This is an optimization exercise on Yosys and OpenROAD, whose aim is small area, not a production implementation.
At most, simulation tests tie the RTL to the original design; equivalence was not proved.
The RTL of run 1 was laid out without a check of its function.
No activity file was given, so power comes from the tool's default toggle rates.

==> flow/run.sh <==
#!/bin/bash
set -uo pipefail
bash standard.sh 'BUFFER_PORTS_ARGS=-buffer_cell sky130_fd_sc_hd__buf_1' \
  'CTS_ARGS=-sink_clustering_enable -repair_clock_nets -sink_clustering_size 30 -sink_clustering_max_diameter 80 -buf_list sky130_fd_sc_hd__clkbuf_16 -dont_use_dummy_load' \
  finish > standard_sh.log 2>&1
==> constraint.sdc <==
create_clock -name core_clock -period 10.0 [get_ports {clock}]
set_input_delay 2.0000 -clock core_clock [delete_from_list [all_inputs] [get_ports {clock}]]
set_output_delay 2.0000 -clock core_clock [all_outputs]
set_load 0.01 [all_outputs]
==> config.mk <==
export PLATFORM = sky130hd
export DESIGN_NAME = main
export DESIGN_NICKNAME = main
export VERILOG_FILES = /design/flow/design.v
export SDC_FILE = /design/flow/constraint.sdc
export NUM_CORES = 4
export LEC_CHECK = 0
export CAP_MARGIN = 20
export CORE_MARGIN = 2
export CORE_UTILIZATION = 40
export SLEW_MARGIN = 20
export SYNTH_HIERARCHICAL = 1
export SYNTH_MINIMUM_KEEP_SIZE = 0
==> standard.sh <==
#!/bin/bash
# synth_recipe.tcl (not shown) runs the flow's synth.tcl, then flattens the netlist and writes it again
# the make line also repeats each setting of config.mk as NAME=value (left out here)
make -C /OpenROAD-flow-scripts/flow DESIGN_CONFIG=/design/flow/config.mk WORK_HOME=/design/flow/orfs CLKGATE_MAP_FILE= SYNTH_SCRIPT=/design/flow/synth_recipe.tcl "${@:-finish}"
==> design.v <==
module main(
    input clock,
    input [7:0] Instruction,
    input reset,
    output [7:0] read_address,
    output [6:0] BCD_output1,
    output [6:0] BCD_output2,
    output [6:0] BCD_output3,
    output [6:0] BCD_output4
    );
    reg  [7:0] pc;
    reg  [7:0] r0, r1, r2, r3;
    reg        ready;
    reg        m1b0;             
    wire is_lw, is_sw, is_addj;
    wire [3:0] sa, sb, we;
    blk_dec u_dec (.I(Instruction), .is_lw(is_lw), .is_sw(is_sw), .is_addj(is_addj),
                   .sa(sa), .sb(sb), .we(we));
    wire [7:0] a, b;
    genvar w, k, i;
    generate
        for (i = 0; i < 8; i = i + 1) begin : g_rp
            wire a012, a3, b012, b3;
            c_a222oi_1 u_a012 (.A1(sa[0]), .A2(r0[i]), .B1(sa[1]), .B2(r1[i]), .C1(sa[2]), .C2(r2[i]), .Y(a012));
            c_nand2_1  u_a3   (.A(sa[3]), .B(r3[i]), .Y(a3));
            c_nand2_1  u_a    (.A(a012), .B(a3), .Y(a[i]));
            c_a222oi_1 u_b012 (.A1(sb[0]), .A2(r0[i]), .B1(sb[1]), .B2(r1[i]), .C1(sb[2]), .C2(r2[i]), .Y(b012));
            c_nand2_1  u_b3   (.A(sb[3]), .B(r3[i]), .Y(b3));
            c_nand2_1  u_b    (.A(b012), .B(b3), .Y(b[i]));
        end
    endgenerate
    wire [7:0] addr, sum;
    wire [3:0] n_rlo, n_wlo;
    wire [7:0] n_rhi, n_whi;
    wire n_rhi0x, we_m1;
    blk_addr u_addr (.a(a), .I(Instruction), .ready(ready), .addr(addr),
                     .n_rlo(n_rlo), .n_rhi(n_rhi), .n_rhi0x(n_rhi0x),
                     .n_wlo(n_wlo), .n_whi(n_whi), .we_m1(we_m1));
    wire [7:0] cs;
    wire x7;
    c_ha_1 u_s0 (.A(a[0]), .B(b[0]), .SUM(sum[0]), .COUT(cs[1]));
    generate
        for (i = 1; i < 7; i = i + 1) begin : g_sum
            c_fa_1 u (.A(a[i]), .B(b[i]), .CIN(cs[i]), .SUM(sum[i]), .COUT(cs[i+1]));
        end
    endgenerate
    c_xnor2_1 u_s7a (.A(a[7]), .B(b[7]), .Y(x7));
    c_xnor2_1 u_s7  (.A(x7), .B(cs[7]), .Y(sum[7]));
    wire [31:0] rsel, wsel;
    wire        rsel1x;          
    generate
        for (w = 0; w < 32; w = w + 1) begin : g_sel
            c_nor2_1 u_r (.A(n_rlo[w % 4]), .B(n_rhi[w / 4]), .Y(rsel[w]));
            c_nor2_1 u_w (.A(n_wlo[w % 4]), .B(n_whi[w / 4]), .Y(wsel[w]));
        end
    endgenerate
    c_nor2_1 u_r1x (.A(n_rlo[1]), .B(n_rhi0x), .Y(rsel1x));
    wire [7:0] d0, d1;
    generate
        for (i = 0; i < 8; i = i + 1) begin : g_d
            assign d0[i] = b[i];     
            c_nand2b_1 u_d1 (.A_N(b[i]), .B(ready), .Y(d1[i]));
        end
    endgenerate
    wire [7:0] mq [0:31];
    generate
        for (w = 0; w < 32; w = w + 1) begin : g_mem
            localparam [7:0] INIT = (w < 16) ? w : ((256 - (w - 16)) % 256);
            reg [7:0] m;
            for (i = 0; i < 8; i = i + 1) begin : g_bit
                if (w == 1 && i == 0) begin : g_x
                    assign mq[w][i] = m1b0;
                end else begin : g_f
                    always @(posedge clock)
                        if (wsel[w])
                            m[i] <= INIT[i] ? d1[i] : d0[i];
                    assign mq[w][i] = m[i];
                end
            end
        end
    endgenerate
    wire [7:0] wd;
    generate
        for (i = 0; i < 8; i = i + 1) begin : g_wd
            wire [31:0] sl = (i == 0) ? {rsel[31:2], rsel1x, rsel[0]} : rsel;
            wire [10:0] t;
            for (k = 0; k < 10; k = k + 1) begin : g_t
                c_a222oi_1 u (.A1(sl[3*k]), .A2(mq[3*k][i]), .B1(sl[3*k+1]), .B2(mq[3*k+1][i]),
                              .C1(sl[3*k+2]), .C2(mq[3*k+2][i]), .Y(t[k]));
            end
            c_a222oi_1 u_t10 (.A1(sl[30]), .A2(mq[30][i]), .B1(sl[31]), .B2(mq[31][i]),
                              .C1(is_sw), .C2(addr[i]), .Y(t[10]));
            wire p0, p1, p2;
            c_nand4_1  u_p0 (.A(t[0]), .B(t[1]), .C(t[2]), .D(t[3]), .Y(p0));
            c_nand4_1  u_p1 (.A(t[4]), .B(t[5]), .C(t[6]), .D(t[7]), .Y(p1));
            c_nand3_1  u_p2 (.A(t[8]), .B(t[9]), .C(t[10]), .Y(p2));
            c_a2111o_1 u_o  (.A1(is_addj), .A2(sum[i]), .B1(p0), .C1(p1), .D1(p2), .X(wd[i]));
        end
    endgenerate
    wire [3:0] nwe;
    wire [7:0] r0n, r1n, r2n, r3n;
    generate
        for (k = 0; k < 4; k = k + 1) begin : g_nwe
            c_inv_1 u (.A(we[k]), .Y(nwe[k]));
        end
        for (i = 0; i < 8; i = i + 1) begin : g_rw
            c_a22o_1 u_0 (.A1(we[0]), .A2(wd[i]), .B1(nwe[0]), .B2(r0[i]), .X(r0n[i]));
            c_a22o_1 u_1 (.A1(we[1]), .A2(wd[i]), .B1(nwe[1]), .B2(r1[i]), .X(r1n[i]));
            c_a22o_1 u_2 (.A1(we[2]), .A2(wd[i]), .B1(nwe[2]), .B2(r2[i]), .X(r2n[i]));
            c_a22o_1 u_3 (.A1(we[3]), .A2(wd[i]), .B1(nwe[3]), .B2(r3[i]), .X(r3n[i]));
        end
    endgenerate
    wire [7:0] pcn;
    wire [7:0] cp;
    wire isj, lox, i0, i1, sgn, y7;
    c_and2_1   u_j   (.A(Instruction[7]), .B(Instruction[6]), .X(isj));
    c_nand2_1  u_i0  (.A(isj), .B(Instruction[0]), .Y(i0));
    c_xor2_1   u_lox (.A(Instruction[1]), .B(Instruction[0]), .X(lox));
    c_and2_1   u_i1  (.A(isj), .B(lox), .X(i1));
    c_and3b_1  u_sg  (.A_N(Instruction[0]), .B(Instruction[1]), .C(isj), .X(sgn));
    c_ha_1     u_p0  (.A(pc[0]), .B(i0), .SUM(pcn[0]), .COUT(cp[1]));
    c_fa_1     u_p1  (.A(pc[1]), .B(i1), .CIN(cp[1]), .SUM(pcn[1]), .COUT(cp[2]));
    generate
        for (i = 2; i < 7; i = i + 1) begin : g_pc
            c_fa_1 u (.A(pc[i]), .B(sgn), .CIN(cp[i]), .SUM(pcn[i]), .COUT(cp[i+1]));
        end
    endgenerate
    c_xnor2_1 u_p7a (.A(pc[7]), .B(sgn), .Y(y7));
    c_xnor2_1 u_p7  (.A(y7), .B(cp[7]), .Y(pcn[7]));
    always @(posedge clock or posedge reset) begin
        if (reset) begin
            ready <= 1'b0;
            m1b0 <= 1'b1;
            pc <= 8'd0;
            r0 <= 8'd0; r1 <= 8'd0; r2 <= 8'd0; r3 <= 8'd0;
        end else begin
            ready <= 1'b1;
            if (we_m1) m1b0 <= b[0];
            pc <= pcn;
            r0 <= r0n; r1 <= r1n; r2 <= r2n; r3 <= r3n;
        end
    end
    assign read_address = pc;
    blk_seg_fast  u_s1 (.v(wd[3:0]), .seg(BCD_output1));
    blk_seg_fast  u_s2 (.v(wd[7:4]), .seg(BCD_output2));
    blk_seg_small u_s3 (.v(pc[3:0]), .seg(BCD_output3));
    blk_seg_small u_s4 (.v(pc[7:4]), .seg(BCD_output4));
endmodule
module blk_seg_small(input [3:0] v, output [6:0] seg);
    wire n13;
    wire n14;
    wire n15;
    wire n16;
    wire n17;
    wire n18;
    wire n19;
    wire n20;
    wire n21;
    wire n22;
    wire n23;
    wire n24;
    wire n25;
    wire n26;
    wire n27;
    wire n28;
    wire n29;
    wire n30;
    wire n31;
    c_inv_1 u0 (.A(v[0]), .Y(n13));
    c_inv_1 u1 (.A(v[2]), .Y(n14));
    c_nor2_1 u2 (.A(n13), .B(n14), .Y(n15));
    c_nor2_1 u3 (.A(v[0]), .B(v[2]), .Y(n16));
    c_nor2_1 u4 (.A(n16), .B(n15), .Y(n17));
    c_inv_1 u5 (.A(v[3]), .Y(n18));
    c_nand3_1 u6 (.A(n14), .B(n18), .C(v[1]), .Y(n19));
    c_nand3_1 u7 (.A(n17), .B(v[1]), .C(n19), .Y(n20));
    c_nor2_1 u8 (.A(n14), .B(n18), .Y(n21));
    c_inv_1 u9 (.A(v[1]), .Y(n22));
    c_nand2_1 u10 (.A(n21), .B(n22), .Y(n23));
    c_nand2_1 u11 (.A(n20), .B(n23), .Y(n24));
    c_o21ai_1 u12 (.A1(v[1]), .A2(n14), .B1(n18), .Y(n25));
    c_nand2_1 u13 (.A(n23), .B(n25), .Y(n26));
    c_o21ai_1 u14 (.A1(v[2]), .A2(n22), .B1(n13), .Y(n27));
    c_nand2_1 u15 (.A(n26), .B(n27), .Y(seg[1]));
    c_o21ai_1 u16 (.A1(n15), .A2(n24), .B1(seg[1]), .Y(seg[5]));
    c_nand2_1 u17 (.A(seg[5]), .B(n19), .Y(n28));
    c_o21ai_1 u18 (.A1(n21), .A2(n16), .B1(n28), .Y(seg[4]));
    c_nand2_1 u19 (.A(n19), .B(v[1]), .Y(n29));
    c_nor2_1 u20 (.A(n29), .B(n17), .Y(n30));
    c_a31oi_1 u21 (.A1(n22), .A2(n18), .A3(n17), .B1(n30), .Y(seg[3]));
    c_nor2_1 u22 (.A(n16), .B(n21), .Y(n31));
    c_nand2_1 u23 (.A(n20), .B(n31), .Y(seg[2]));
    c_o22a_1 u24 (.A1(v[0]), .A2(n23), .B1(n25), .B2(n28), .X(seg[0]));
    c_a32oi_1 u25 (.A1(n22), .A2(n18), .A3(n17), .B1(n24), .B2(v[0]), .Y(seg[6]));
endmodule
module blk_seg_fast(input [3:0] v, output [6:0] seg);
    wire n13;
    wire n14;
    wire n15;
    wire n16;
    wire n17;
    wire n18;
    wire n19;
    wire n20;
    wire n21;
    wire n22;
    wire n23;
    wire n24;
    wire n25;
    wire n26;
    wire n27;
    wire n28;
    wire n29;
    wire n30;
    wire n31;
    wire n32;
    wire n33;
    c_inv_1 u0 (.A(v[0]), .Y(n13));
    c_inv_1 u1 (.A(v[2]), .Y(n14));
    c_inv_1 u2 (.A(v[3]), .Y(n15));
    c_and2_1 u3 (.A(v[1]), .B(v[0]), .X(n16));
    c_nor2_1 u4 (.A(v[2]), .B(n16), .Y(n17));
    c_nor2_1 u5 (.A(v[1]), .B(n14), .Y(n18));
    c_nand3b_1 u6 (.A_N(v[1]), .B(v[0]), .C(v[2]), .Y(n19));
    c_nand2_1 u7 (.A(v[3]), .B(n19), .Y(n20));
    c_nor2_1 u8 (.A(v[1]), .B(v[0]), .Y(n21));
    c_a21bo_1 u9 (.A1(v[1]), .A2(v[0]), .B1_N(v[2]), .X(n22));
    c_nor2_1 u10 (.A(n14), .B(n21), .Y(n23));
    c_nor2_1 u11 (.A(n21), .B(n22), .Y(n24));
    c_o32a_1 u12 (.A1(v[3]), .A2(n21), .A3(n22), .B1(n17), .B2(n20), .X(seg[5]));
    c_nand2b_1 u13 (.A_N(v[1]), .B(v[0]), .Y(n25));
    c_a21o_1 u14 (.A1(v[2]), .A2(n25), .B1(n15), .X(n26));
    c_nand2b_1 u15 (.A_N(v[2]), .B(v[1]), .Y(n27));
    c_nor2_1 u16 (.A(v[0]), .B(n27), .Y(n28));
    c_o21ai_1 u17 (.A1(v[3]), .A2(n28), .B1(n26), .Y(seg[4]));
    c_a21o_1 u18 (.A1(n14), .A2(n25), .B1(v[3]), .X(n29));
    c_nor2_1 u19 (.A(n14), .B(n15), .Y(n30));
    c_o21ai_1 u20 (.A1(v[1]), .A2(v[2]), .B1(v[3]), .Y(n31));
    c_o21ai_1 u21 (.A1(n13), .A2(v[2]), .B1(n22), .Y(n32));
    c_o22a_1 u22 (.A1(n24), .A2(n29), .B1(n31), .B2(n32), .X(seg[3]));
    c_o21ai_1 u23 (.A1(v[0]), .A2(n18), .B1(n31), .Y(seg[2]));
    c_o21a_1 u24 (.A1(v[1]), .A2(v[0]), .B1(n22), .X(n33));
    c_o21ai_1 u25 (.A1(v[3]), .A2(n33), .B1(n20), .Y(seg[1]));
    c_a32oi_1 u26 (.A1(n15), .A2(n22), .A3(n27), .B1(n30), .B2(n21), .Y(seg[0]));
    c_o22a_1 u27 (.A1(n17), .A2(n26), .B1(n29), .B2(n23), .X(seg[6]));
endmodule
module blk_dec(input [7:0] I, output is_lw, output is_sw, output is_addj, output [3:0] sa, output [3:0] sb, output [3:0] we);
    wire n25;
    wire n26;
    wire n27;
    wire n28;
    wire n29;
    wire n30;
    wire n31;
    wire n32;
    c_inv_1 u0 (.A(I[3]), .Y(n25));
    c_nor2_1 u1 (.A(I[2]), .B(n25), .Y(sb[2]));
    c_inv_1 u2 (.A(I[7]), .Y(n26));
    c_and2_1 u3 (.A(n26), .B(I[6]), .X(is_lw));
    c_inv_1 u4 (.A(I[2]), .Y(n27));
    c_nor2_1 u5 (.A(n27), .B(n25), .Y(sb[3]));
    c_inv_1 u6 (.A(I[5]), .Y(n28));
    c_nor2_1 u7 (.A(I[4]), .B(n28), .Y(sa[2]));
    c_inv_1 u8 (.A(I[1]), .Y(n29));
    c_nor2_1 u9 (.A(I[6]), .B(I[7]), .Y(n30));
    c_nor2_1 u10 (.A(I[3]), .B(n27), .Y(sb[1]));
    c_a32o_1 u11 (.A1(I[0]), .A2(n29), .A3(n30), .B1(is_lw), .B2(sb[1]), .X(we[1]));
    c_inv_1 u12 (.A(I[4]), .Y(n31));
    c_nor2_1 u13 (.A(I[5]), .B(n31), .Y(sa[1]));
    c_inv_1 u14 (.A(I[0]), .Y(n32));
    c_nor2_1 u15 (.A(I[2]), .B(I[3]), .Y(sb[0]));
    c_a32o_1 u16 (.A1(n32), .A2(n29), .A3(n30), .B1(is_lw), .B2(sb[0]), .X(we[0]));
    c_a32o_1 u17 (.A1(I[0]), .A2(I[1]), .A3(n30), .B1(is_lw), .B2(sb[3]), .X(we[3]));
    c_nor2_1 u18 (.A(n31), .B(n28), .Y(sa[3]));
    c_a32o_1 u19 (.A1(n32), .A2(I[1]), .A3(n30), .B1(is_lw), .B2(sb[2]), .X(we[2]));
    c_nor2_1 u20 (.A(I[4]), .B(I[5]), .Y(sa[0]));
    c_nor2_1 u21 (.A(I[6]), .B(n26), .Y(is_sw));
    c_nor2_1 u22 (.A(is_sw), .B(is_lw), .Y(is_addj));
endmodule
module blk_addr(input [7:0] a, input [7:0] I, input ready, output [7:0] addr, output [3:0] n_rlo, output [7:0] n_rhi, output n_rhi0x, output [3:0] n_wlo, output [7:0] n_whi, output we_m1);
    wire n53;
    wire n54;
    wire n55;
    wire n56;
    wire n57;
    wire n58;
    wire n59;
    wire n60;
    wire n61;
    wire n62;
    wire n63;
    wire n64;
    wire n65;
    wire n66;
    wire n67;
    wire n68;
    wire n69;
    wire n70;
    wire n71;
    wire n72;
    wire n73;
    wire n74;
    wire n75;
    wire n76;
    wire n77;
    wire n78;
    wire n79;
    wire n80;
    wire n81;
    wire n82;
    wire n83;
    wire n84;
    wire n85;
    wire n86;
    wire n87;
    wire n88;
    wire n89;
    wire n90;
    wire n91;
    c_inv_1 u0 (.A(ready), .Y(n53));
    c_inv_1 u1 (.A(I[7]), .Y(n54));
    c_nand2_1 u2 (.A(I[1]), .B(a[2]), .Y(n55));
    c_nand2_1 u3 (.A(I[1]), .B(a[1]), .Y(n56));
    c_nand2_1 u4 (.A(I[0]), .B(a[0]), .Y(n57));
    c_nor2_1 u5 (.A(I[1]), .B(a[1]), .Y(n58));
    c_xor2_1 u6 (.A(I[1]), .B(a[1]), .X(n59));
    c_o21ai_1 u7 (.A1(n57), .A2(n58), .B1(n56), .Y(n60));
    c_xor2_1 u8 (.A(I[1]), .B(a[2]), .X(n61));
    c_nand2_1 u9 (.A(n60), .B(n61), .Y(n62));
    c_nand2_1 u10 (.A(n55), .B(n62), .Y(n63));
    c_nand2_1 u11 (.A(I[1]), .B(a[3]), .Y(n64));
    c_xor2_1 u12 (.A(I[1]), .B(a[3]), .X(n65));
    c_xnor2_1 u13 (.A(n63), .B(n65), .Y(n66));
    c_inv_1 u14 (.A(n66), .Y(addr[3]));
    c_xnor2_1 u15 (.A(n60), .B(n61), .Y(n67));
    c_inv_1 u16 (.A(n67), .Y(addr[2]));
    c_nand2_1 u17 (.A(n55), .B(n64), .Y(n68));
    c_a31oi_1 u18 (.A1(n60), .A2(n61), .A3(n65), .B1(n68), .Y(n69));
    c_nand2_1 u19 (.A(I[1]), .B(a[4]), .Y(n70));
    c_nor2_1 u20 (.A(I[1]), .B(a[4]), .Y(n71));
    c_xor2_1 u21 (.A(I[1]), .B(a[4]), .X(n72));
    c_xnor2_1 u22 (.A(n69), .B(n72), .Y(addr[4]));
    c_nand2b_1 u23 (.A_N(I[1]), .B(a[6]), .Y(n73));
    c_nand2b_1 u24 (.A_N(a[6]), .B(I[1]), .Y(n74));
    c_nand2_1 u25 (.A(n73), .B(n74), .Y(n75));
    c_nand2_1 u26 (.A(I[1]), .B(a[5]), .Y(n76));
    c_xnor2_1 u27 (.A(I[1]), .B(a[5]), .Y(n77));
    c_o311a_1 u28 (.A1(n69), .A2(n71), .A3(n77), .B1(n76), .C1(n70), .X(n78));
    c_xnor2_1 u29 (.A(n75), .B(n78), .Y(addr[6]));
    c_o21ai_1 u30 (.A1(n69), .A2(n71), .B1(n70), .Y(n79));
    c_xnor2_1 u31 (.A(n77), .B(n79), .Y(addr[5]));
    c_xnor2_1 u32 (.A(n57), .B(n59), .Y(addr[1]));
    c_xnor2_1 u33 (.A(I[0]), .B(a[0]), .Y(n80));
    c_inv_1 u34 (.A(n80), .Y(addr[0]));
    c_nand2_1 u35 (.A(n59), .B(addr[0]), .Y(n_rlo[3]));
    c_nand2_1 u36 (.A(addr[1]), .B(n80), .Y(n_rlo[2]));
    c_nand2b_1 u37 (.A_N(n59), .B(addr[0]), .Y(n_rlo[1]));
    c_nand2b_1 u38 (.A_N(addr[1]), .B(n80), .Y(n_rlo[0]));
    c_nor2_1 u39 (.A(n66), .B(addr[2]), .Y(n81));
    c_mux2i_1 u40 (.A0(n73), .A1(n74), .S(n78), .Y(n82));
    c_xnor2_1 u41 (.A(a[7]), .B(n82), .Y(n83));
    c_inv_1 u42 (.A(n83), .Y(addr[7]));
    c_nor2_1 u43 (.A(addr[6]), .B(addr[5]), .Y(n84));
    c_and3_1 u44 (.A(addr[4]), .B(n83), .C(n84), .X(n85));
    c_nor2_1 u45 (.A(I[6]), .B(n54), .Y(n86));
    c_a31oi_1 u46 (.A1(n81), .A2(n85), .A3(n86), .B1(n53), .Y(n_whi[6]));
    c_nor2_1 u47 (.A(addr[3]), .B(n67), .Y(n87));
    c_a31oi_1 u48 (.A1(n85), .A2(n86), .A3(n87), .B1(n53), .Y(n_whi[5]));
    c_nor2_1 u49 (.A(addr[3]), .B(addr[2]), .Y(n88));
    c_a31oi_1 u50 (.A1(n85), .A2(n86), .A3(n88), .B1(n53), .Y(n_whi[4]));
    c_nor2_1 u51 (.A(n66), .B(n67), .Y(n89));
    c_and3b_1 u52 (.A_N(addr[4]), .B(n83), .C(n84), .X(n90));
    c_a31oi_1 u53 (.A1(n86), .A2(n89), .A3(n90), .B1(n53), .Y(n_whi[3]));
    c_a31oi_1 u54 (.A1(n81), .A2(n86), .A3(n90), .B1(n53), .Y(n_whi[2]));
    c_a31oi_1 u55 (.A1(n86), .A2(n87), .A3(n90), .B1(n53), .Y(n_whi[1]));
    c_a31oi_1 u56 (.A1(n86), .A2(n88), .A3(n90), .B1(n53), .Y(n_whi[0]));
    c_and2_1 u57 (.A(ready), .B(n_rlo[2]), .X(n_wlo[2]));
    c_and2_1 u58 (.A(ready), .B(n_rlo[1]), .X(n_wlo[1]));
    c_and2_1 u59 (.A(ready), .B(n_rlo[0]), .X(n_wlo[0]));
    c_and3_1 u60 (.A(ready), .B(I[6]), .C(n54), .X(n91));
    c_nand3_1 u61 (.A(n81), .B(n85), .C(n91), .Y(n_rhi[6]));
    c_nand3_1 u62 (.A(n85), .B(n87), .C(n91), .Y(n_rhi[5]));
    c_nand3_1 u63 (.A(n85), .B(n88), .C(n91), .Y(n_rhi[4]));
    c_nand3_1 u64 (.A(n89), .B(n90), .C(n91), .Y(n_rhi[3]));
    c_nand3_1 u65 (.A(n81), .B(n90), .C(n91), .Y(n_rhi[2]));
    c_nand3_1 u66 (.A(n87), .B(n90), .C(n91), .Y(n_rhi[1]));
    c_nand3_1 u67 (.A(n88), .B(n90), .C(n91), .Y(n_rhi[0]));
    c_and4b_1 u68 (.A_N(n_rlo[1]), .B(n86), .C(n88), .D(n90), .X(we_m1));
    c_a31oi_1 u69 (.A1(n85), .A2(n86), .A3(n89), .B1(n53), .Y(n_whi[7]));
    c_and2_1 u70 (.A(ready), .B(n_rlo[3]), .X(n_wlo[3]));
    c_nand4_1 u71 (.A(I[6]), .B(n54), .C(n88), .D(n90), .Y(n_rhi0x));
    c_nand3_1 u72 (.A(n85), .B(n89), .C(n91), .Y(n_rhi[7]));
endmodule
module c_a2111o_1(input A1, input A2, input B1, input C1, input D1, output X);
    assign X = (A1&A2) | (B1) | (C1) | (D1);
endmodule
module c_a21bo_1(input A1, input A2, input B1_N, output X);
    assign X = (A1&A2) | (~B1_N);
endmodule
module c_a21o_1(input A1, input A2, input B1, output X);
    assign X = (A1&A2) | (B1);
endmodule
module c_a222oi_1(input A1, input A2, input B1, input B2, input C1, input C2, output Y);
    assign Y = (~A1&~B1&~C1) | (~A1&~B1&~C2) | (~A1&~B2&~C1) | (~A2&~B1&~C1) | (~A1&~B2&~C2) | (~A2&~B1&~C2) | (~A2&~B2&~C1) | (~A2&~B2&~C2);
endmodule
module c_a22o_1(input A1, input A2, input B1, input B2, output X);
    assign X = (B1&B2) | (A1&A2);
endmodule
module c_a31oi_1(input A1, input A2, input A3, input B1, output Y);
    assign Y = (~A1&~B1) | (~A2&~B1) | (~A3&~B1);
endmodule
module c_a32o_1(input A1, input A2, input A3, input B1, input B2, output X);
    assign X = (A1&A2&A3) | (B1&B2);
endmodule
module c_a32oi_1(input A1, input A2, input A3, input B1, input B2, output Y);
    assign Y = (~A1&~B1) | (~A1&~B2) | (~A2&~B1) | (~A3&~B1) | (~A2&~B2) | (~A3&~B2);
endmodule
module c_and2_1(input A, input B, output X);
    assign X = (A&B);
endmodule
module c_and3_1(input A, input B, input C, output X);
    assign X = (A&B&C);
endmodule
module c_and3b_1(input A_N, input B, input C, output X);
    assign X = (~A_N&B&C);
endmodule
module c_and4b_1(input A_N, input B, input C, input D, output X);
    assign X = (~A_N&B&C&D);
endmodule
module c_fa_1(input A, input B, input CIN, output COUT, output SUM);
    assign COUT = (A&B) | (A&CIN) | (B&CIN);
    assign SUM = (A&~B&~CIN) | (~A&B&~CIN) | (~A&~B&CIN) | (A&B&CIN);
endmodule
module c_ha_1(input A, input B, output COUT, output SUM);
    assign COUT = (A&B);
    assign SUM = (A&~B) | (~A&B);
endmodule
module c_inv_1(input A, output Y);
    assign Y = (~A);
endmodule
module c_mux2i_1(input A0, input A1, input S, output Y);
    assign Y = (~A0&~S) | (~A1&S);
endmodule
module c_nand2_1(input A, input B, output Y);
    assign Y = (~A) | (~B);
endmodule
module c_nand2b_1(input A_N, input B, output Y);
    assign Y = (A_N) | (~B);
endmodule
module c_nand3_1(input A, input B, input C, output Y);
    assign Y = (~A) | (~B) | (~C);
endmodule
module c_nand3b_1(input A_N, input B, input C, output Y);
    assign Y = (A_N) | (~B) | (~C);
endmodule
module c_nand4_1(input A, input B, input C, input D, output Y);
    assign Y = (~A) | (~B) | (~C) | (~D);
endmodule
module c_nor2_1(input A, input B, output Y);
    assign Y = (~A&~B);
endmodule
module c_o21a_1(input A1, input A2, input B1, output X);
    assign X = (A1&B1) | (A2&B1);
endmodule
module c_o21ai_1(input A1, input A2, input B1, output Y);
    assign Y = (~A1&~A2) | (~B1);
endmodule
module c_o22a_1(input A1, input A2, input B1, input B2, output X);
    assign X = (A1&B1) | (A2&B1) | (A1&B2) | (A2&B2);
endmodule
module c_o311a_1(input A1, input A2, input A3, input B1, input C1, output X);
    assign X = (A1&B1&C1) | (A2&B1&C1) | (A3&B1&C1);
endmodule
module c_o32a_1(input A1, input A2, input A3, input B1, input B2, output X);
    assign X = (A1&B1) | (A1&B2) | (A2&B1) | (A3&B1) | (A2&B2) | (A3&B2);
endmodule
module c_xnor2_1(input A, input B, output Y);
    assign Y = (~A&~B) | (A&B);
endmodule
module c_xor2_1(input A, input B, output X);
    assign X = (A&~B) | (~A&B);
endmodule
==> results of run 1 <==
==> layer usage <==
layer  GRT usage [%]  vias to the layer above  routed length, um  part of all wire [%]
li1                -                     3457                  -                     -
met1            28.9                     4038              13400                    43
met2            31.6                      374              14900                    48
met3            1.66                       40               2060                   6.6
met4            4.71                        0                707                   2.3
met5               0                        -                  0                     0
==> stage by stage <==
step	std cells	power [mW]	util [%]
after global placement	1245	3.21	43.1
after floorplan	804	2.73	-
after global routing	1260	4.03	44.4
after detailed placement	1245	3.22	43.1
final	1260	3.83	44.4
after CTS	1260	3.84	44.4
==> Yosys stat by module, one instance, submodules excluded, a selection <==
module      flops+latches  cell area, um2  cells inside
c_nand2_1               0            3.75             1
main                  297            8730           300
c_and2_1                0            6.26             1
c_mux2i_1               0            10.0             1
c_inv_1                 0            3.75             1
c_and3b_1               0            8.76             1
c_a31oi_1               0            6.26             1
c_a222oi_1              0            10.0             1
c_xnor2_1               0            8.76             1
c_nand4_1               0            6.26             1
c_nor2_1                0            3.75             1
c_o22a_1                0            8.76             1
==> state kept, by name (all words and copies together) (netlist names) <==
register and cells:
g_mem.m 255, m1b0 1, pc 8, r0 8
r1 8, r2 8, r3 8, ready 1
==> cells by family after synthesis <==
| logic type | count (synthesis) | share of synthesized area [%] |
|---|---|---|
| AOI/OAI and AO/OA | 200 | 14.8 |
| other | 1 | 0.0309 |
| and+or+nand+nor | 240 | 8.73 |
| DFF | 297 | 71.7 |
| adders and majority gates | 14 | 2.18 |
| xor gates and xnor gates | 18 | 1.30 |
| buffers and inverters | 32 | 0.989 |
| muxes | 2 | 0.206 |
==> report_power, final <==
group | leakage, nW | total [mW] | internal [mW] | switching, mW
clock network | 0.185 | 0.628 | 0.270 | 0.357
registers | 2.96 | 1.92 | 1.78 | 0.144
logic | 1.47 | 1.28 | 0.390 | 0.887
==> cell usage in the layout (no fill, tap or decap), drive strengths merged, types with 8 or more instances in the layout <==
cell type and count:
dfrtp 41, edfxtp 255, o21ai 20, clkbuf 15
xnor2 13, a222oi 104, nor2 110, a22o 32
nand2b 16, a2111o 8, nand3 20, inv 31
nand2 61, fa 12, buf 51, and2 9
nand4 17, a31oi 11
==> final timing paths <==
check | end | start | cells past startpoint
max reg2reg | r2[2] | r2[3] | 14
max | BCD_output1[3] | Instruction[5] | 21
min reg2reg | r2[7] | r2[7] | 1
max in group asynchronous | pc[1] | reset | 3
min | r2[7] | r2[7] | 1
min in group asynchronous | r3[5] | reset | 3
==> layout make-up <==
| cell class | count | area (um2) |
|---|---|---|
| Inverter | 32 | 120 |
| Tap cell | 390 | 488 |
| Multi-Input combinational cell | 475 | 3310 |
| Clock buffer | 15 | 375 |
| Sequential cell | 297 | 8710 |
| Timing Repair Buffer | 51 | 214 |
| Fill cell | 2691 | 16600 |
==> out/qor.csv, run 1 <==
metric;value;unit
PwrDens;290;nW/um2
Area Growth Syn to Fin;8.87;%
die height;178;um
Fin. Hold Viols;0;
Bufs and invs on worst path;3;
TritonCTS Buffers;15;
GRT Overall Usage;19.6;%
drt drc;0;
largest net degree at the start of global routing;43;
initial antenna violation count;0;
CTS max path bufs;3;
final wirelength;31100;um
crit-path cells;buf_1, inv_1, nor2_1, a222oi_1, nand2_1, nor2_1, o21ai_1, a31oi_1, o311a_1, mux2i_1, xnor2_1, and3_1, nand3_1, nor2_1, a222oi_1, nand4_1, a2111o_1, a21bo_1, o21ai_1, o22a_1, buf_1;
1st-pass router iterations;10;
worst hold margin;538;ps
most common cell in the synthesized netlist;edfxtp_1;
Cell variety after synth;34;
CTS-repair resized insts;0;
fmax;0.106;GHz
routed vias/inst;6.28;
Synth warnings;7;
Antenna Nets Post-Route;0;
fin crit period;9390;ps
DR iter-0 viols;1283;
Setup-failing EPs final;0;
Worst-path clk slew;60;ps
CP top delay family;compound AO/OA/AOI/OAI gates;
fraction of layout cells with a size suffix above 1;2.64;%
Placement Setup Slack;791;ps
Final Slew Violations;0;
first-pass GRT wire length;46500;um
maximum VDD drop;0.173;mV
CTS Root Cell;clkbuf_16;
synth top area cells;edfxtp_1 (63%), a222oi_1 (8.6%), dfrtp_1 (8.4%);
unrepaired setup endpoints after global routing;no;
Req. time, crit path;8000;ps
status;complete, no violations;
die span in x;178;um
GP Congestion;0.877;
flops & latches, synth;297;
syn_area_per_cell;15.1;um2
Yosys top cell area share;63.1;%
setup bufs post-CTS;0;
setup TNS;0;ps
Setup Crit Path Kind;in2out;
Via Count;7909;
Slowest cell on crit path;a2111o_1;
max-cap violations;0;
WL per Instance;24.6;um
diodes inserted;0;
Least-Margin Pin Slew;991;ps
later-pin clock latency in the skew report;520;ps
clock skew;72.2;ps
CTS tree;built;
Post-synth EDFFs;255;
Cell Area, Placed;12800;um2
DPL Wire Length;20700;um
Synth Cell Area;12100;um2
Synth async-reset ratio;14.1;%
Final Instance Area;13200;um2
P_leak;4.62;nW
crit path capture type;output pin;
IO Count;46;
Final Cycle Share;93.9;%
Max Fanout on Critical Path;12;
clock sink count;297;
Top FF cell, synth;edfxtp_1;
Crit path largest cell delay;650;ps
hold_buf cts;0;
initial core utilization;40.8;%
Die Footprint;31800;um2
post-synthesis sequential area ratio;71.7;%
slack of the critical path;606;ps
Post-Synthesis Cells;804;
global route overflow;0;
vias in the first global route;7479;
Reg2Reg Setup Slack;5180;ps
row cnt;63;
Synthesized Nets;828;
H-tree Lvls;1;
nets;896;
class of the worst hold path;reg2reg;
largest area contributor in the netlist;edfxtp_1;
Worst Path Arrival;7390;ps
Max transition margin;33.9;%
commonest cells in the netlist;edfxtp_1 (255), nor2_1 (110), a222oi_1 (104), nand2_1 (61), dfrtp_1 (41);
startpoint types;primary input;
CP dominant cell by count;nor2_1;
port bufs;45;
Core Area;29800;um2
==> run 2: changes to the inputs <==
--- a/design.v
+++ b/design.v
@@ -143,4 +143,4 @@
     assign read_address = pc;
-    blk_seg_fast  u_s1 (.v(wd[3:0]), .seg(BCD_output1));
-    blk_seg_fast  u_s2 (.v(wd[7:4]), .seg(BCD_output2));
+    blk_seg_small u_s1 (.v(wd[3:0]), .seg(BCD_output1));
+    blk_seg_small u_s2 (.v(wd[7:4]), .seg(BCD_output2));
     blk_seg_small u_s3 (.v(pc[3:0]), .seg(BCD_output3));
@@ -195,53 +195,2 @@
 endmodule
-module blk_seg_fast(input [3:0] v, output [6:0] seg);
-    wire n13;
-    wire n14;
-    wire n15;
-    wire n16;
-    wire n17;
-    wire n18;
-    wire n19;
-    wire n20;
-    wire n21;
-    wire n22;
-    wire n23;
-    wire n24;
-    wire n25;
-    wire n26;
-    wire n27;
-    wire n28;
-    wire n29;
-    wire n30;
-    wire n31;
-    wire n32;
-    wire n33;
-    c_inv_1 u0 (.A(v[0]), .Y(n13));
-    c_inv_1 u1 (.A(v[2]), .Y(n14));
-    c_inv_1 u2 (.A(v[3]), .Y(n15));
-    c_and2_1 u3 (.A(v[1]), .B(v[0]), .X(n16));
-    c_nor2_1 u4 (.A(v[2]), .B(n16), .Y(n17));
-    c_nor2_1 u5 (.A(v[1]), .B(n14), .Y(n18));
-    c_nand3b_1 u6 (.A_N(v[1]), .B(v[0]), .C(v[2]), .Y(n19));
-    c_nand2_1 u7 (.A(v[3]), .B(n19), .Y(n20));
-    c_nor2_1 u8 (.A(v[1]), .B(v[0]), .Y(n21));
-    c_a21bo_1 u9 (.A1(v[1]), .A2(v[0]), .B1_N(v[2]), .X(n22));
-    c_nor2_1 u10 (.A(n14), .B(n21), .Y(n23));
-    c_nor2_1 u11 (.A(n21), .B(n22), .Y(n24));
-    c_o32a_1 u12 (.A1(v[3]), .A2(n21), .A3(n22), .B1(n17), .B2(n20), .X(seg[5]));
-    c_nand2b_1 u13 (.A_N(v[1]), .B(v[0]), .Y(n25));
-    c_a21o_1 u14 (.A1(v[2]), .A2(n25), .B1(n15), .X(n26));
-    c_nand2b_1 u15 (.A_N(v[2]), .B(v[1]), .Y(n27));
-    c_nor2_1 u16 (.A(v[0]), .B(n27), .Y(n28));
-    c_o21ai_1 u17 (.A1(v[3]), .A2(n28), .B1(n26), .Y(seg[4]));
-    c_a21o_1 u18 (.A1(n14), .A2(n25), .B1(v[3]), .X(n29));
-    c_nor2_1 u19 (.A(n14), .B(n15), .Y(n30));
-    c_o21ai_1 u20 (.A1(v[1]), .A2(v[2]), .B1(v[3]), .Y(n31));
-    c_o21ai_1 u21 (.A1(n13), .A2(v[2]), .B1(n22), .Y(n32));
-    c_o22a_1 u22 (.A1(n24), .A2(n29), .B1(n31), .B2(n32), .X(seg[3]));
-    c_o21ai_1 u23 (.A1(v[0]), .A2(n18), .B1(n31), .Y(seg[2]));
-    c_o21a_1 u24 (.A1(v[1]), .A2(v[0]), .B1(n22), .X(n33));
-    c_o21ai_1 u25 (.A1(v[3]), .A2(n33), .B1(n20), .Y(seg[1]));
-    c_a32oi_1 u26 (.A1(n15), .A2(n22), .A3(n27), .B1(n30), .B2(n21), .Y(seg[0]));
-    c_o22a_1 u27 (.A1(n17), .A2(n26), .B1(n29), .B2(n23), .X(seg[6]));
-endmodule
 module blk_dec(input [7:0] I, output is_lw, output is_sw, output is_addj, output [3:0] sa, output [3:0] sb, output [3:0] we);
@@ -396,8 +345,2 @@
 endmodule
-module c_a21bo_1(input A1, input A2, input B1_N, output X);
-    assign X = (A1&A2) | (~B1_N);
-endmodule
-module c_a21o_1(input A1, input A2, input B1, output X);
-    assign X = (A1&A2) | (B1);
-endmodule
 module c_a222oi_1(input A1, input A2, input B1, input B2, input C1, input C2, output Y);
@@ -452,5 +395,2 @@
 endmodule
-module c_nand3b_1(input A_N, input B, input C, output Y);
-    assign Y = (A_N) | (~B) | (~C);
-endmodule
 module c_nand4_1(input A, input B, input C, input D, output Y);
@@ -461,5 +401,2 @@
 endmodule
-module c_o21a_1(input A1, input A2, input B1, output X);
-    assign X = (A1&B1) | (A2&B1);
-endmodule
 module c_o21ai_1(input A1, input A2, input B1, output Y);
@@ -473,5 +410,2 @@
 endmodule
-module c_o32a_1(input A1, input A2, input A3, input B1, input B2, output X);
-    assign X = (A1&B1) | (A1&B2) | (A2&B1) | (A3&B1) | (A2&B2) | (A3&B2);
-endmodule
 module c_xnor2_1(input A, input B, output Y);
==> flow/run.sh (replaced) <==
#!/bin/bash
set -uo pipefail
bash standard.sh 'BUFFER_PORTS_ARGS=-buffer_cell sky130_fd_sc_hd__buf_1' \
  'CTS_ARGS=-sink_clustering_enable -repair_clock_nets -sink_clustering_size 20 -sink_clustering_max_diameter 60 -buf_list sky130_fd_sc_hd__clkbuf_8 -dont_use_dummy_load' \
  finish > standard_sh.log 2>&1
--- a/config.mk
+++ b/config.mk
@@ -9,3 +9,4 @@
 export CORE_MARGIN = 2
-export CORE_UTILIZATION = 40
+export CORE_UTILIZATION = 70
+export PLACE_DENSITY = 0.78
 export SLEW_MARGIN = 20
==> out/qor.csv, run 2 <==
metric;value;unit;change
status;complete, no violations;;
Largest Register;g_mem.m;;
Least-Margin Pin Slew;905;ps;-85.9 ps
final core utilization;77.1;%;+33 points
Setup Crit Path Kind;in2out;;
H-tree Lvls;1;;unchanged
global route overflow;0;;unchanged
Die Footprint;18300;um2;-42%
Via Count;8228;;+4.0%
synth top area cells;edfxtp_1 (64%), a222oi_1 (8.6%), dfrtp_1 (8.5%);;
DR iter-0 viols;1649;;+29%
first-pass GRT wire length;45600;um;-1.8%
CTS max path bufs;3;;unchanged
sequential cell area;8710;um2;unchanged
Final Cycle Share;97.0;%;+3.1 points
Yosys top cell area share;63.5;%;+0.46 points
top routing layer used;met4;;
1st-pass router iterations;8;;-2
drt drc;0;;unchanged
nets;899;;+0.33%
Synthesized Nets;824;;-0.48%
class of the worst hold path;reg2reg;;
Max Fanout on Critical Path;10;;-2
Synth Cell Area;12100;um2;-0.72%
placed insts;1074;;-14%
slack of the critical path;297;ps;-309 ps
die span in x;135;um;-24%
syn_area_per_cell;15.1;um2;-0.22%
Core Area;16700;um2;-44%
CTS-repair resized insts;0;;unchanged
WL per Instance;27.5;um;+12%
fin cells;1093;;-13%
Final Instance Area;12900;um2;-2.6%
PwrDens;287;nW/um2;-0.95%
met1 wire length;10800;um;-19%
Synth async-reset ratio;14.1;%;unchanged
GRT Overall Usage;33.7;%;+14 points
Placement Setup Slack;344;ps;-447 ps
vias in the first global route;7836;;+4.8%
routed vias/inst;7.53;;+20%
Cell variety after synth;29;;-15%
initial antenna violation count;0;;unchanged
fmax;0.103;GHz;-3.2%
TritonCTS Buffers;19;;+4
most common cell in the synthesized netlist;edfxtp_1;;
diodes inserted;0;;unchanged
clock sink count;297;;unchanged
area of the multi-input gates;3270;um2;-1.4%
fin crit period;9700;ps;+309 ps
Top FF cell, synth;edfxtp_1;;
Worst-path clk slew;80;ps;+20 ps
hold_buf cts;0;;unchanged
largest net degree at the start of global routing;43;;unchanged
commonest non-fill, non-tap cell in the layout;edfxtp_1;;
later-pin clock latency in the skew report;550;ps;+30 ps
flops & latches, synth;297;;unchanged
DPL Wire Length;20400;um;-1.6%
Synth warnings;7;;unchanged
startpoint types;primary input;;
fraction of layout cells with a size suffix above 1;5.15;%;+2.5 points
maximum VDD drop;0.260;mV;+51%
commonest cells in the netlist;edfxtp_1 (255), nor2_1 (108), a222oi_1 (104), nand2_1 (73), dfrtp_1 (41);;
max-cap violations;0;;unchanged
Worst Path Arrival;7700;ps;+310 ps
port bufs;45;;unchanged
setup bufs post-CTS;0;;unchanged
commonest cells after routing, fill and taps aside;edfxtp_1 (255), a222oi_1 (104), nor2_1 (93), nand2_1 (73), buf_1 (45);;
Max transition margin;39.4;%;+5.5 points
Post-synth EDFFs;255;;unchanged
Area Growth Syn to Fin;6.81;%;
GP Congestion;0.919;;+4.7%
Largest register FFs;255;;unchanged
Fin. Hold Viols;0;;unchanged
P_leak;4.58;nW;-0.84%
worst hold margin;544;ps;+5.69 ps
crit path capture type;output pin;;
Antenna Nets Post-Route;0;;unchanged
Req. time, crit path;8000;ps;about the same
fill count;993;;-63%
metal3 WL;3640;um;+77%
post-synthesis sequential area ratio;72.2;%;+0.52 points
IO Count;46;;unchanged
CTS Root Cell;clkbuf_8;;
initial core utilization;72.2;%;+31 points
Cell Area, Placed;12600;um2;-2.2%
die height;135;um;-24%
CTS tree;built;;
largest area contributor in the netlist;edfxtp_1;;
row cnt;47;;-25%
Final Slew Violations;0;;unchanged
Post-Synthesis Cells;800;;-0.50%
Setup-failing EPs final;0;;unchanged
final wirelength;30100;um;-3.2%
met2 wire len;14400;um;-3.4%
clock skew;65.8;ps;-6.41 ps
[run 2: cell count changes in the layout (fill, tap and decap cells not counted), sizes merged, moves of 3 or more]
cell / delta
clkbuf: +4
nand3: +4
buf: +3
nand2: +12
a21o: -4
nand2b: -4
inv: +3
[run 2: worst max-delay path, cell delays in order]
cell	delay, ps
buf_1	120
inv_1	130
nor2_1	60
buf_4	170
a222oi_1	240
nand2_1	240
xor2_1	230
a31oi_1	400
o311a_1	280
mux2i_1	260
xnor2_1	150
and3b_1	320
nand3_1	250
nor2_2	150
a222oi_1	480
nand4_1	300
a2111o_1	590
inv_1	170
nor2_1	90
nor2_1	240
nand3_1	150
nand2_1	120
o21ai_1	110
nand2_1	120
o22a_1	150
buf_1	170
[run 2: routing by layer]
metal / track usage, % / vias to the layer above
li1: - / 3425
met1: 48.1 / 4064
met2: 54.8 / 639
met3: 5.84 / 100
met4: 10.1 / 0
met5: 0 / -
[run 2: logic make-up after synthesis]
logic type	after synthesis	share of synthesized area (%)
compound gates	188	14.1
flops	297	72.2
other cells	1	0.0311
buf+inv	34	1.06
simple gates	246	8.83
fa+ha+maj	14	2.20
xor+xnor	18	1.31
mux	2	0.208
[run 2: stage by stage]
stage | TNS, ps | power (mW)
3_3_place_gp | 0 | 3.07
6_report | 0 | 3.69
3_5_place_dp | 0 | 3.17
5_1_grt | -9.49 | 3.86
4_1_cts | 0 | 3.65
2_1_floorplan | 0 | 2.69
[run 2: path summary, 6_finish.rpt]
kind,startpoint,endpoint,slack (ps),cells past startpoint
setup / recovery,Instruction[4],BCD_output1[0],300,26
hold / removal,r3[0],r3[0],540,1
setup reg to reg,r2[3],r3[5],5040,14
hold reg to reg,r3[0],r3[0],540,1
max in group asynchronous,reset,r2[2],8000,3
min in group asynchronous,reset,pc[2],1560,3
[run 2: power by group]
part           internal (mW)  switching (mW)
logic                  0.360           0.898
clock network          0.173           0.330
registers               1.78           0.153
[run 2: layout make-up]
| type | count | share of cell area, % |
|---|---|---|
| flip-flops and latches | 297 | 67.6 |
| multi-input cells | 469 | 25.4 |
| well taps | 220 | 2.14 |
| clock buffers | 19 | 2.03 |
| repair buffers | 54 | 1.84 |
| inverters | 34 | 0.991 |
[run 2: modules after synthesis (local to each module, per instance), excerpt]
module	flops+latches	times used
c_inv_1	0	33
c_nand4_1	0	17
c_xnor2_1	0	13
main	297	1
c_a32o_1	0	4
c_ha_1	0	2
c_nand3_1	0	24
c_a32oi_1	0	4
c_xor2_1	0	5
c_and2_1	0	7
==> run 3: changes to the inputs <==
--- a/config.mk
+++ b/config.mk
@@ -9,4 +9,3 @@
 export CORE_MARGIN = 2
-export CORE_UTILIZATION = 70
-export PLACE_DENSITY = 0.78
+export CORE_UTILIZATION = 40
 export SLEW_MARGIN = 20
==> out/qor.csv, run 3 <==
metric;value;unit;change
1st-pass router iterations;9;;+1
clock sink count;297;;unchanged
Die Footprint;31500;um2;+72%
max-cap violations;0;;unchanged
combinational fraction of design power;33.5;%;-0.5 points
Setup Crit Path Kind;in2out;;
die span in x;178;um;+31%
startpoint types;primary input;;
largest family of logic cells by synthesized area;compound AO/OA/AOI/OAI gates;;
setup TNS;0;ps;unchanged
CTS-repair resized insts;0;;unchanged
Post-synth EDFFs;255;;unchanged
GRT Overall Usage;20.0;%;-14 points
Placement Setup Slack;422;ps;+77.7 ps
largest area contributor in the netlist;edfxtp_1;;
mux cell area share after synthesis;0.208;%;unchanged
Post-Synth XOR/XNOR Area;1.31;%;unchanged
Setup-failing EPs final;0;;unchanged
Final Cycle Share;96.4;%;-0.60 points
largest net degree at the start of global routing;43;;unchanged
DR iter-0 viols;1426;;-14%
P_sw;1.38;mW;about the same
Final Slew Violations;0;;unchanged
Synth Area in Compound Gates;14.1;%;unchanged
slack of the critical path;357;ps;+59.9 ps
diodes inserted;0;;unchanged
die height;178;um;+31%
fraction of layout cells with a size suffix above 1;5.58;%;+0.43 points
Largest Register;g_mem.m;;
Fin. Hold Viols;0;;unchanged
commonest cells in the netlist;edfxtp_1 (255), nor2_1 (108), a222oi_1 (104), nand2_1 (73), dfrtp_1 (41);;
post-synthesis sequential area ratio;72.2;%;unchanged
most common cell in the synthesized netlist;edfxtp_1;;
Antenna Nets Post-Route;0;;unchanged
PwrDens;283;nW/um2;-1.3%
final wirelength;31500;um;+4.9%
row cnt;63;;+34%
synth top area cells;edfxtp_1 (64%), a222oi_1 (8.6%), dfrtp_1 (8.5%);;
vias in the first global route;7708;;-1.6%
placed insts;1246;;+16%
flops & latches, synth;297;;unchanged
status;complete, no violations;;
Req. time, crit path;8000;ps;about the same
fin crit period;9640;ps;-59.9 ps
Top FF cell, synth;edfxtp_1;;
CTS max path bufs;3;;unchanged
share of power burned in registers;51.8;%;-0.5 points
Worst-path clk slew;70;ps;about the same
Synth warnings;7;;unchanged
Via Count;8010;;-2.6%
Least-Margin Pin Slew;1040;ps;+133 ps
DPL Wire Length;21400;um;+4.8%
syn_area_per_cell;15.1;um2;unchanged
unrepaired setup endpoints after global routing;no;;
port bufs;45;;unchanged
Post-Synthesis Cells;800;;unchanged
Pint;2.34;mW;+1.2%
initial antenna violation count;0;;unchanged
Synthesized Nets;824;;unchanged
initial core utilization;40.7;%;-32 points
Largest register FFs;255;;unchanged
Core Area;29600;um2;+77%
Slowest cell on crit path;a2111o_1;;
TritonCTS Buffers;22;;+3
later-pin clock latency in the skew report;570;ps;+20 ps
class of the worst hold path;reg2reg;;
hold_buf cts;0;;unchanged
drt drc;0;;unchanged
H-tree Lvls;1;;unchanged
CTS Root Cell;clkbuf_8;;
global route overflow;0;;unchanged
Crit path largest cell delay;520;ps;-70 ps
setup bufs post-CTS;0;;unchanged
Synth Cell Area;12100;um2;unchanged
fin cells;1268;;+16%
commonest cells after routing, fill and taps aside;edfxtp_1 (255), a222oi_1 (104), nor2_1 (94), nand2_1 (73), buf_1 (45);;
Switching Fraction;37.1;%;-0.31 points
CTS tree;built;;
crit path capture type;output pin;;
Worst Path Arrival;7640;ps;-60 ps
Cell Area, Placed;12800;um2;+1.8%
fmax;0.104;GHz;+0.62%
first-pass GRT wire length;47400;um;+3.9%
Max transition margin;30.8;%;-8.7 points
WL per Instance;24.9;um;-9.6%
Synth async-reset ratio;14.1;%;unchanged
Max Fanout on Critical Path;10;;unchanged
IO Count;46;;unchanged
nets;904;;+0.56%
Area Growth Syn to Fin;8.98;%;
GP Congestion;0.869;;-5.4%
Post-Synth Adder-Cell Area;2.20;%;unchanged
clock skew;43.6;ps;-22.2 ps
maximum VDD drop;0.122;mV;-53%
Clk pwr share;14.7;%;+1.1 points
P_leak;4.61;nW;+0.63%
Cell variety after synth;29;;unchanged
Yosys top cell area share;63.5;%;unchanged
Simple-Gate Fraction of Synth Area;8.83;%;unchanged
Final Instance Area;13100;um2;+2.0%
routed vias/inst;6.32;;-16%
commonest non-fill, non-tap cell in the layout;edfxtp_1;;
CP dominant cell by count;nor2_1;;
==> run 3: through the flow <==
stage	hold WS, ps	utilization (%)	total power, mW
after floorplan	495	-	2.69
after global placement	518	43.2	3.16
after detailed placement	524	43.2	3.18
after CTS	543	44.2	3.72
after global routing	564	44.3	3.92
final	543	44.3	3.72
==> run 3: metal layers <==
| metal | share of wire, % | GRT usage, % | vias to the layer above |
|---|---|---|---|
| li1 | - | - | 3455 |
| met1 | 43 | 29.2 | 4073 |
| met2 | 46 | 31.7 | 430 |
| met3 | 8.4 | 2.87 | 52 |
| met4 | 2.1 | 4.85 | 0 |
| met5 | 0 | 0 | - |
==> run 3: worst paths after layout <==
| path | startpoint | endpoint | slack [ps] | cells past startpoint |
|---|---|---|---|---|
| hold / removal | r2[1] | r2[1] | 540 | 1 |
| max in group asynchronous | reset | m1b0 | 8060 | 3 |
| min in group asynchronous | reset | r2[7] | 1540 | 3 |
| setup / recovery | Instruction[5] | BCD_output2[0] | 360 | 27 |
| hold reg to reg | r2[1] | r2[1] | 540 | 1 |
| setup reg to reg | r2[3] | r1[5] | 5060 | 15 |
==> run 3: cells by family (layout without fill, tap and decap cells) <==
group | count (synthesis) | count (layout)
buffers and inverters | 34 | 112
DFF | 297 | 297
other | 1 | 1
adders and majority gates | 14 | 14
AOI/OAI and AO/OA | 188 | 188
xor gates and xnor gates | 18 | 18
and+or+nand+nor | 246 | 246
muxes | 2 | 2
==> run 3: critical path: cells and delay by family <==
family | cells | cell delay, ps
AND/OR/NAND/NOR | 12 | 2260
AO/OA/AOI/OAI | 8 | 2310
multiplexers | 1 | 200
buffers and inverters | 5 | 730
XOR/XNOR | 1 | 130
==> run 3: layout make-up <==
| class | instances | area [um2] |
|---|---|---|
| Tap cell | 390 | 488 |
| Multi-Input combinational cell | 469 | 3260 |
| Timing Repair Buffer | 56 | 251 |
| Clock buffer | 22 | 303 |
| Fill cell | 2648 | 16500 |
| Sequential cell | 297 | 8710 |
| Inverter | 34 | 128 |
==> run 3: power by group through the flow <==
stage	clock network, mW	logic (mW)	registers, mW
after floorplan	0	0.783	1.91
after global placement	0	1.21	1.95
after detailed placement	0	1.23	1.96
after CTS	0.560	1.23	1.93
after global routing	0.596	1.36	1.96
final	0.547	1.25	1.93
==> run 3: Yosys stat by module, one instance, submodules excluded, a selection <==
module	cells	cell area, um2	flip-flops and latches	times used
main	300	8730	297	1
c_a32oi_1	1	8.76	0	4
c_mux2i_1	1	10.0	0	1
c_xor2_1	1	8.76	0	5
c_and3_1	1	6.26	0	2
c_o22a_1	1	8.76	0	4
c_nand3_1	1	5.00	0	24
c_inv_1	1	3.75	0	33
c_nor2_1	1	3.75	0	108
c_a32o_1	1	10.0	0	4
c_a222oi_1	1	10.0	0	104
==> run 4: changes to the inputs <==
--- a/config.mk
+++ b/config.mk
@@ -9,3 +9,3 @@
 export CORE_MARGIN = 2
-export CORE_UTILIZATION = 40
+export CORE_UTILIZATION = 60
 export SLEW_MARGIN = 20
==> out/qor.csv, run 4 <==
metric;value;unit;change
fmax;0.103;GHz;-0.85%
class of the worst hold path;reg2reg;;
vias in the first global route;7660;;-0.62%
GRT Overall Usage;29.4;%;+9.4 points
Post-synth EDFFs;255;;unchanged
Via Count;8129;;+1.5%
syn_area_per_cell;15.1;um2;unchanged
later-pin clock latency in the skew report;570;ps;about the same
Core Area;19600;um2;-34%
Req. time, crit path;8000;ps;about the same
routed vias/inst;7.15;;+13%
Synthesized Nets;824;;unchanged
hold_buf cts;0;;unchanged
die span in x;146;um;-18%
Synth Cell Area;12100;um2;unchanged
hold path endpoint;r3[6];;
first-pass GRT wire length;46900;um;-1.1%
nets;898;;-0.66%
slack of the critical path;274;ps;-82.8 ps
DR iter-0 viols;1608;;+13%
Setup-failing EPs final;0;;unchanged
Slowest cell on crit path;a222oi_1;;
Max Fanout on Critical Path;8;;-2
GP Congestion;0.987;;+14%
Max transition margin;35.2;%;+4.4 points
Largest Register;g_mem.m;;
Die Footprint;21200;um2;-33%
worst hold margin;547;ps;+4.31 ps
maximum VDD drop;0.146;mV;+19%
port bufs;45;;unchanged
CTS tree;built;;
WHS Path Cells;1;;unchanged
Yosys top cell area share;63.5;%;unchanged
Antenna Nets Post-Route;0;;unchanged
flops & latches, synth;297;;unchanged
initial core utilization;61.5;%;+21 points
commonest non-fill, non-tap cell in the layout;edfxtp_1;;
DPL Wire Length;21400;um;about the same
row cnt;51;;-19%
Least-Margin Pin Slew;972;ps;-66.7 ps
largest net degree at the start of global routing;43;;unchanged
largest area contributor in the netlist;edfxtp_1;;
Setup Crit Path Kind;in2out;;
synth top area cells;edfxtp_1 (64%), a222oi_1 (8.6%), dfrtp_1 (8.5%);;
unrepaired setup endpoints after global routing;no;;
PwrDens;288;nW/um2;+1.7%
hold_sp;r3[6];;
max-cap violations;0;;unchanged
Synth warnings;7;;unchanged
Final Slew Violations;0;;unchanged
setup TNS;0;ps;unchanged
startpoint types;primary input;;
CTS Root Cell;clkbuf_8;;
Fin. Hold Viols;0;;unchanged
1st-pass router iterations;12;;+3
Worst Path Arrival;7730;ps;+90 ps
Worst-path clk slew;90;ps;+20 ps
Crit path largest cell delay;710;ps;+190 ps
fin crit period;9730;ps;+82.8 ps
crit path capture type;output pin;;
CTS-repair resized insts;0;;unchanged
most common cell in the synthesized netlist;edfxtp_1;;
final wirelength;31500;um;-0.14%
RR Startpoint;r2[2];;
Final Cycle Share;97.3;%;+0.83 points
fill count;1415;;-47%
commonest cells after routing, fill and taps aside;edfxtp_1 (255), a222oi_1 (104), nor2_1 (104), nand2_1 (73), buf_1 (45);;
status;complete, no violations;;
P_leak;4.57;nW;-0.77%
Area Growth Syn to Fin;6.95;%;
Placement Setup Slack;383;ps;-39.4 ps
Synth async-reset ratio;14.1;%;unchanged
commonest cells in the netlist;edfxtp_1 (255), nor2_1 (108), a222oi_1 (104), nand2_1 (73), dfrtp_1 (41);;
die height;146;um;-18%
clock sink count;297;;unchanged
fraction of layout cells with a size suffix above 1;3.78;%;-1.8 points
clock skew;68.1;ps;+24.5 ps
Cell variety after synth;29;;unchanged
Post-Synthesis Cells;800;;unchanged
WL per Instance;27.7;um;+11%
Tot Pwr;3.71;mW;-0.22%
Register-to-Register Path Depth;14;;-1
Largest register FFs;255;;unchanged
IO Count;46;;unchanged
initial antenna violation count;0;;unchanged
CTS max path bufs;3;;unchanged
post-synthesis sequential area ratio;72.2;%;unchanged
global route overflow;0;;unchanged
CP dominant cell by count;nor2_1;;
Reg2Reg Capture Point;r0[5];;
TritonCTS Buffers;20;;-9.1%
setup bufs post-CTS;0;;unchanged
final core utilization;65.8;%;+21 points
diodes inserted;0;;unchanged
Reg2Reg Setup Slack;5160;ps;+100 ps
Top FF cell, synth;edfxtp_1;;
H-tree Lvls;1;;unchanged
drt drc;0;;unchanged
## run 4: cell counts after synthesis
No cell type changed its count.
## run 4: logic make-up after synthesis
group / synth area share (%)
AOI/OAI and AO/OA: 14.1
xor gates and xnor gates: 1.31
adders and majority gates: 2.20
buffers and inverters: 1.06
DFF: 72.2
muxes: 0.208
other: 0.0311
and+or+nand+nor: 8.83
## run 4: final cells by class
cell class	instances	area, um2	area share [%]
Sequential cell	297	8710	67.5
Tap cell	265	332	2.57
Inverter	34	128	0.990
Clock buffer	20	275	2.13
Timing Repair Buffer	52	221	1.72
Multi-Input combinational cell	469	3230	25.0
## run 4: routing by layer
layer	track usage (%)	share of wire, %	up-vias
met2	46.5	48	491
met4	7.40	2.1	0
li1	-	-	3442
met3	4.26	9.8	56
met5	0	0	-
met1	43.8	40	4140
## run 4: worst max-delay path by stage
stage                     cells past startpoint              to           start  slack, ps
after global routing                         25  BCD_output2[0]  Instruction[5]         30
after global placement                       25  BCD_output2[0]  Instruction[5]        670
after detailed placement                     25  BCD_output1[0]  Instruction[5]        380
after CTS                                    25  BCD_output1[0]  Instruction[5]        350
after floorplan                              20  BCD_output2[0]  Instruction[3]       1200
final                                        25  BCD_output1[0]  Instruction[5]        270
## run 4: worst max-delay path, delay by kind of cell
| kind | cells | cell delay (ps) |
|---|---|---|
| AOI/OAI and AO/OA | 8 | 2790 |
| xor gates and xnor gates | 1 | 230 |
| buffers and inverters | 3 | 400 |
| and+or+nand+nor | 13 | 2320 |
## run 4: Yosys stat by module (local to each module, per instance), a selection
module,flops+latches,cells
main,297,300
c_ha_1,0,1
c_and4b_1,0,1
c_o22a_1,0,1
c_xnor2_1,0,1
c_and3b_1,0,1
c_a31oi_1,0,1
c_nand2b_1,0,1
c_nand4_1,0,1
c_o21ai_1,0,1
c_nand2_1,0,1
c_inv_1,0,1
## run 4: through the flow
stage                     area (um2)  std cells
final                          12900       1137
after global routing           12900       1137
after CTS                      12900       1137
after detailed placement       12600       1117
after global placement         12600       1117
after floorplan                12100        800
## run 4: where the power goes
group	leakage, nW	internal, mW	switching (mW)
combinational	1.47	0.360	0.904
sequential	2.96	1.78	0.152
clock	0.144	0.181	0.337
total	4.57	2.32	1.39
==> run 5: changes to the inputs <==
==> flow/run.sh (replaced) <==
#!/bin/bash
set -uo pipefail
bash standard.sh 'BUFFER_PORTS_ARGS=-buffer_cell sky130_fd_sc_hd__buf_1' \
  'CTS_ARGS=-sink_clustering_enable -repair_clock_nets -sink_clustering_size 25 -sink_clustering_max_diameter 50 -buf_list sky130_fd_sc_hd__clkbuf_8 -dont_use_dummy_load' \
  finish > standard_sh.log 2>&1
==> out/qor.csv, run 5 <==
metric;value;unit;change
drt drc;0;;unchanged
Pint;2.36;mW;+1.9%
Synth Cell Area;12100;um2;unchanged
Cell variety after synth;29;;unchanged
Die Footprint;21200;um2;unchanged
Least-Margin Pin Slew;961;ps;-10.9 ps
H-tree Lvls;1;;unchanged
later-pin clock latency in the skew report;590;ps;+20 ps
Post-Synthesis Cells;800;;unchanged
Final Cycle Share;96.8;%;-0.48 points
final wirelength;31400;um;-0.12%
flops & latches, synth;297;;unchanged
IO Count;46;;unchanged
GP Congestion;0.987;;unchanged
CTS tree;built;;
crit path capture type;output pin;;
Synthesized Nets;824;;unchanged
max-cap violations;0;;unchanged
first-pass GRT wire length;46900;um;about the same
fraction of layout cells with a size suffix above 1;4.33;%;+0.55 points
Post-synth EDFFs;255;;unchanged
commonest non-fill, non-tap cell in the layout;edfxtp_1;;
Switching Fraction;37.2;%;-0.34 points
die span in x;146;um;unchanged
Placement Setup Slack;383;ps;unchanged
fill count;1417;;+0.14%
startpoint types;primary input;;
port bufs;45;;unchanged
Max Fanout on Critical Path;10;;+2
DPL Wire Length;21400;um;unchanged
largest net degree at the start of global routing;43;;unchanged
unrepaired setup endpoints after global routing;no;;
P_sw;1.40;mW;+0.37%
commonest cells after routing, fill and taps aside;edfxtp_1 (255), a222oi_1 (104), nor2_1 (104), nand2_1 (73), buf_1 (45);;
clock sink count;297;;unchanged
DR iter-0 viols;1619;;+0.68%
Synth warnings;7;;unchanged
final core utilization;66.2;%;+0.35 points
Via Count;8186;;+0.70%
Setup-failing EPs final;0;;unchanged
Antenna Nets Post-Route;0;;unchanged
fmax;0.103;GHz;+0.50%
die height;146;um;unchanged
setup bufs post-CTS;0;;unchanged
Max transition margin;35.9;%;+0.72 points
slack of the critical path;322;ps;+47.9 ps
Largest Register;g_mem.m;;
syn_area_per_cell;15.1;um2;unchanged
P_leak;4.61;nW;+0.79%
combinational fraction of design power;33.5;%;-0.5 points
status;complete, no violations;;
CTS max path bufs;3;;unchanged
Final Slew Violations;0;;unchanged
Core Area;19600;um2;unchanged
commonest cells in the netlist;edfxtp_1 (255), nor2_1 (108), a222oi_1 (104), nand2_1 (73), dfrtp_1 (41);;
routed vias/inst;7.17;;+0.26%
Fin. Hold Viols;0;;unchanged
initial antenna violation count;1;;+1
Top FF cell, synth;edfxtp_1;;
synth top area cells;edfxtp_1 (64%), a222oi_1 (8.6%), dfrtp_1 (8.5%);;
post-synthesis sequential area ratio;72.2;%;unchanged
met1 wire length;12500;um;-1.8%
global route overflow;0;;unchanged
met2 wire len;14800;um;-1.2%
row cnt;51;;unchanged
metal3 WL;3190;um;+2.9%
Worst Path Arrival;7680;ps;-50 ps
Largest register FFs;255;;unchanged
PwrDens;290;nW/um2;+0.76%
TritonCTS Buffers;25;;+25%
Synth async-reset ratio;14.1;%;unchanged
run 5: cells by family after synthesis:
| kind of cell | synth area share, % |
|---|---|
| DFF | 72.2 |
| buffers and inverters | 1.06 |
| other | 0.0311 |
| muxes | 0.208 |
| AOI/OAI and AO/OA | 14.1 |
| and+or+nand+nor | 8.83 |
| adders and majority gates | 2.20 |
| xor gates and xnor gates | 1.31 |
run 5: area by class of cell:
class / instances / area [um2] / share of cell area (%)
Sequential cell: 297 / 8710 / 67.2
Timing Repair Buffer: 52 / 221 / 1.71
Multi-Input combinational cell: 469 / 3230 / 24.9
Clock buffer: 25 / 344 / 2.65
Tap cell: 265 / 332 / 2.56
Inverter: 34 / 128 / 0.984
run 5: through the flow:
| stage | instances | cell area (um2) | power [mW] | hold slack (ps) |
|---|---|---|---|---|
| floorplan | 800 | 12100 | 2.69 | 495 |
| global route | 1142 | 13000 | 3.94 | 561 |
| global placement | 1117 | 12600 | 3.11 | 518 |
| detailed placement | 1117 | 12600 | 3.19 | 521 |
| finish | 1142 | 13000 | 3.76 | 537 |
| CTS | 1142 | 13000 | 3.74 | 542 |
run 5: worst paths after layout:
check	from	to	slack, ps	cells after the start
max in group asynchronous	reset	r3[0]	8020	3
setup / recovery	Instruction[5]	BCD_output1[0]	320	26
setup reg to reg	r2[2]	r3[4]	5090	14
min in group asynchronous	reset	pc[7]	1540	3
hold reg to reg	r3[6]	r3[6]	540	1
hold / removal	r3[6]	r3[6]	540	1
run 5: power groups by stage:
stage	registers, mW	clock network (mW)	logic [mW]
global route	1.96	0.623	1.36
detailed placement	1.96	0	1.23
finish	1.93	0.570	1.26
CTS	1.93	0.577	1.23
floorplan	1.91	0	0.783
global placement	1.94	0	1.17
run 5: Yosys stat by module (local to each module, per instance), excerpt:
| module | copies in the design | cell area [um2] | flip-flops and latches |
|---|---|---|---|
| c_a22o_1 | 32 | 8.76 | 0 |
| c_a32o_1 | 4 | 10.0 | 0 |
| c_and3_1 | 2 | 6.26 | 0 |
| c_fa_1 | 12 | 20.0 | 0 |
| c_ha_1 | 2 | 12.5 | 0 |
| c_nand2b_1 | 12 | 6.26 | 0 |
| c_nand3_1 | 24 | 5.00 | 0 |
| c_nand4_1 | 17 | 6.26 | 0 |
| c_nor2_1 | 108 | 3.75 | 0 |
| c_o22a_1 | 4 | 8.76 | 0 |
| c_xnor2_1 | 13 | 8.76 | 0 |
run 5: timing repair:
action,CTS,global route
endpoints found under the setup margin,0,4
gates resized for setup,0,4
hold buffers,0,0
run 5: per-layer routing:
| layer | vias to the layer above | track usage, % |
|---|---|---|
| li1 | 3445 | - |
| met4 | 2 | 7.89 |
| met1 | 4129 | 42.7 |
| met5 | - | 0 |
| met3 | 82 | 5.30 |
| met2 | 528 | 46.2 |
run 5: worst max-delay path: stages:
cell and delay [ps]:
buf_1 150, inv_1 110, nor2_2 320, a222oi_1 170
nand2_1 210, nor2_1 70, o21ai_1 280, a31oi_1 190
o311a_1 420, mux2i_1 140, xnor2_1 230, and3b_1 420
nand3_1 210, nor2_1 610, a222oi_1 260, nand4_1 250
a2111o_1 330, inv_1 140, nor2_1 180, nor2_1 110
nand3_1 120, nand2_1 90, o21ai_1 190, nand2_1 110
o22a_1 220, buf_1 130

Setup slack of run 5, layout unchanged: 0.322 ns with ideal ports, 0.297 ns with driving cells assumed (clock clkbuf_16, inputs buf_2), 0.297 ns with port delays also shifted by the 0.591 ns mid clock arrival.
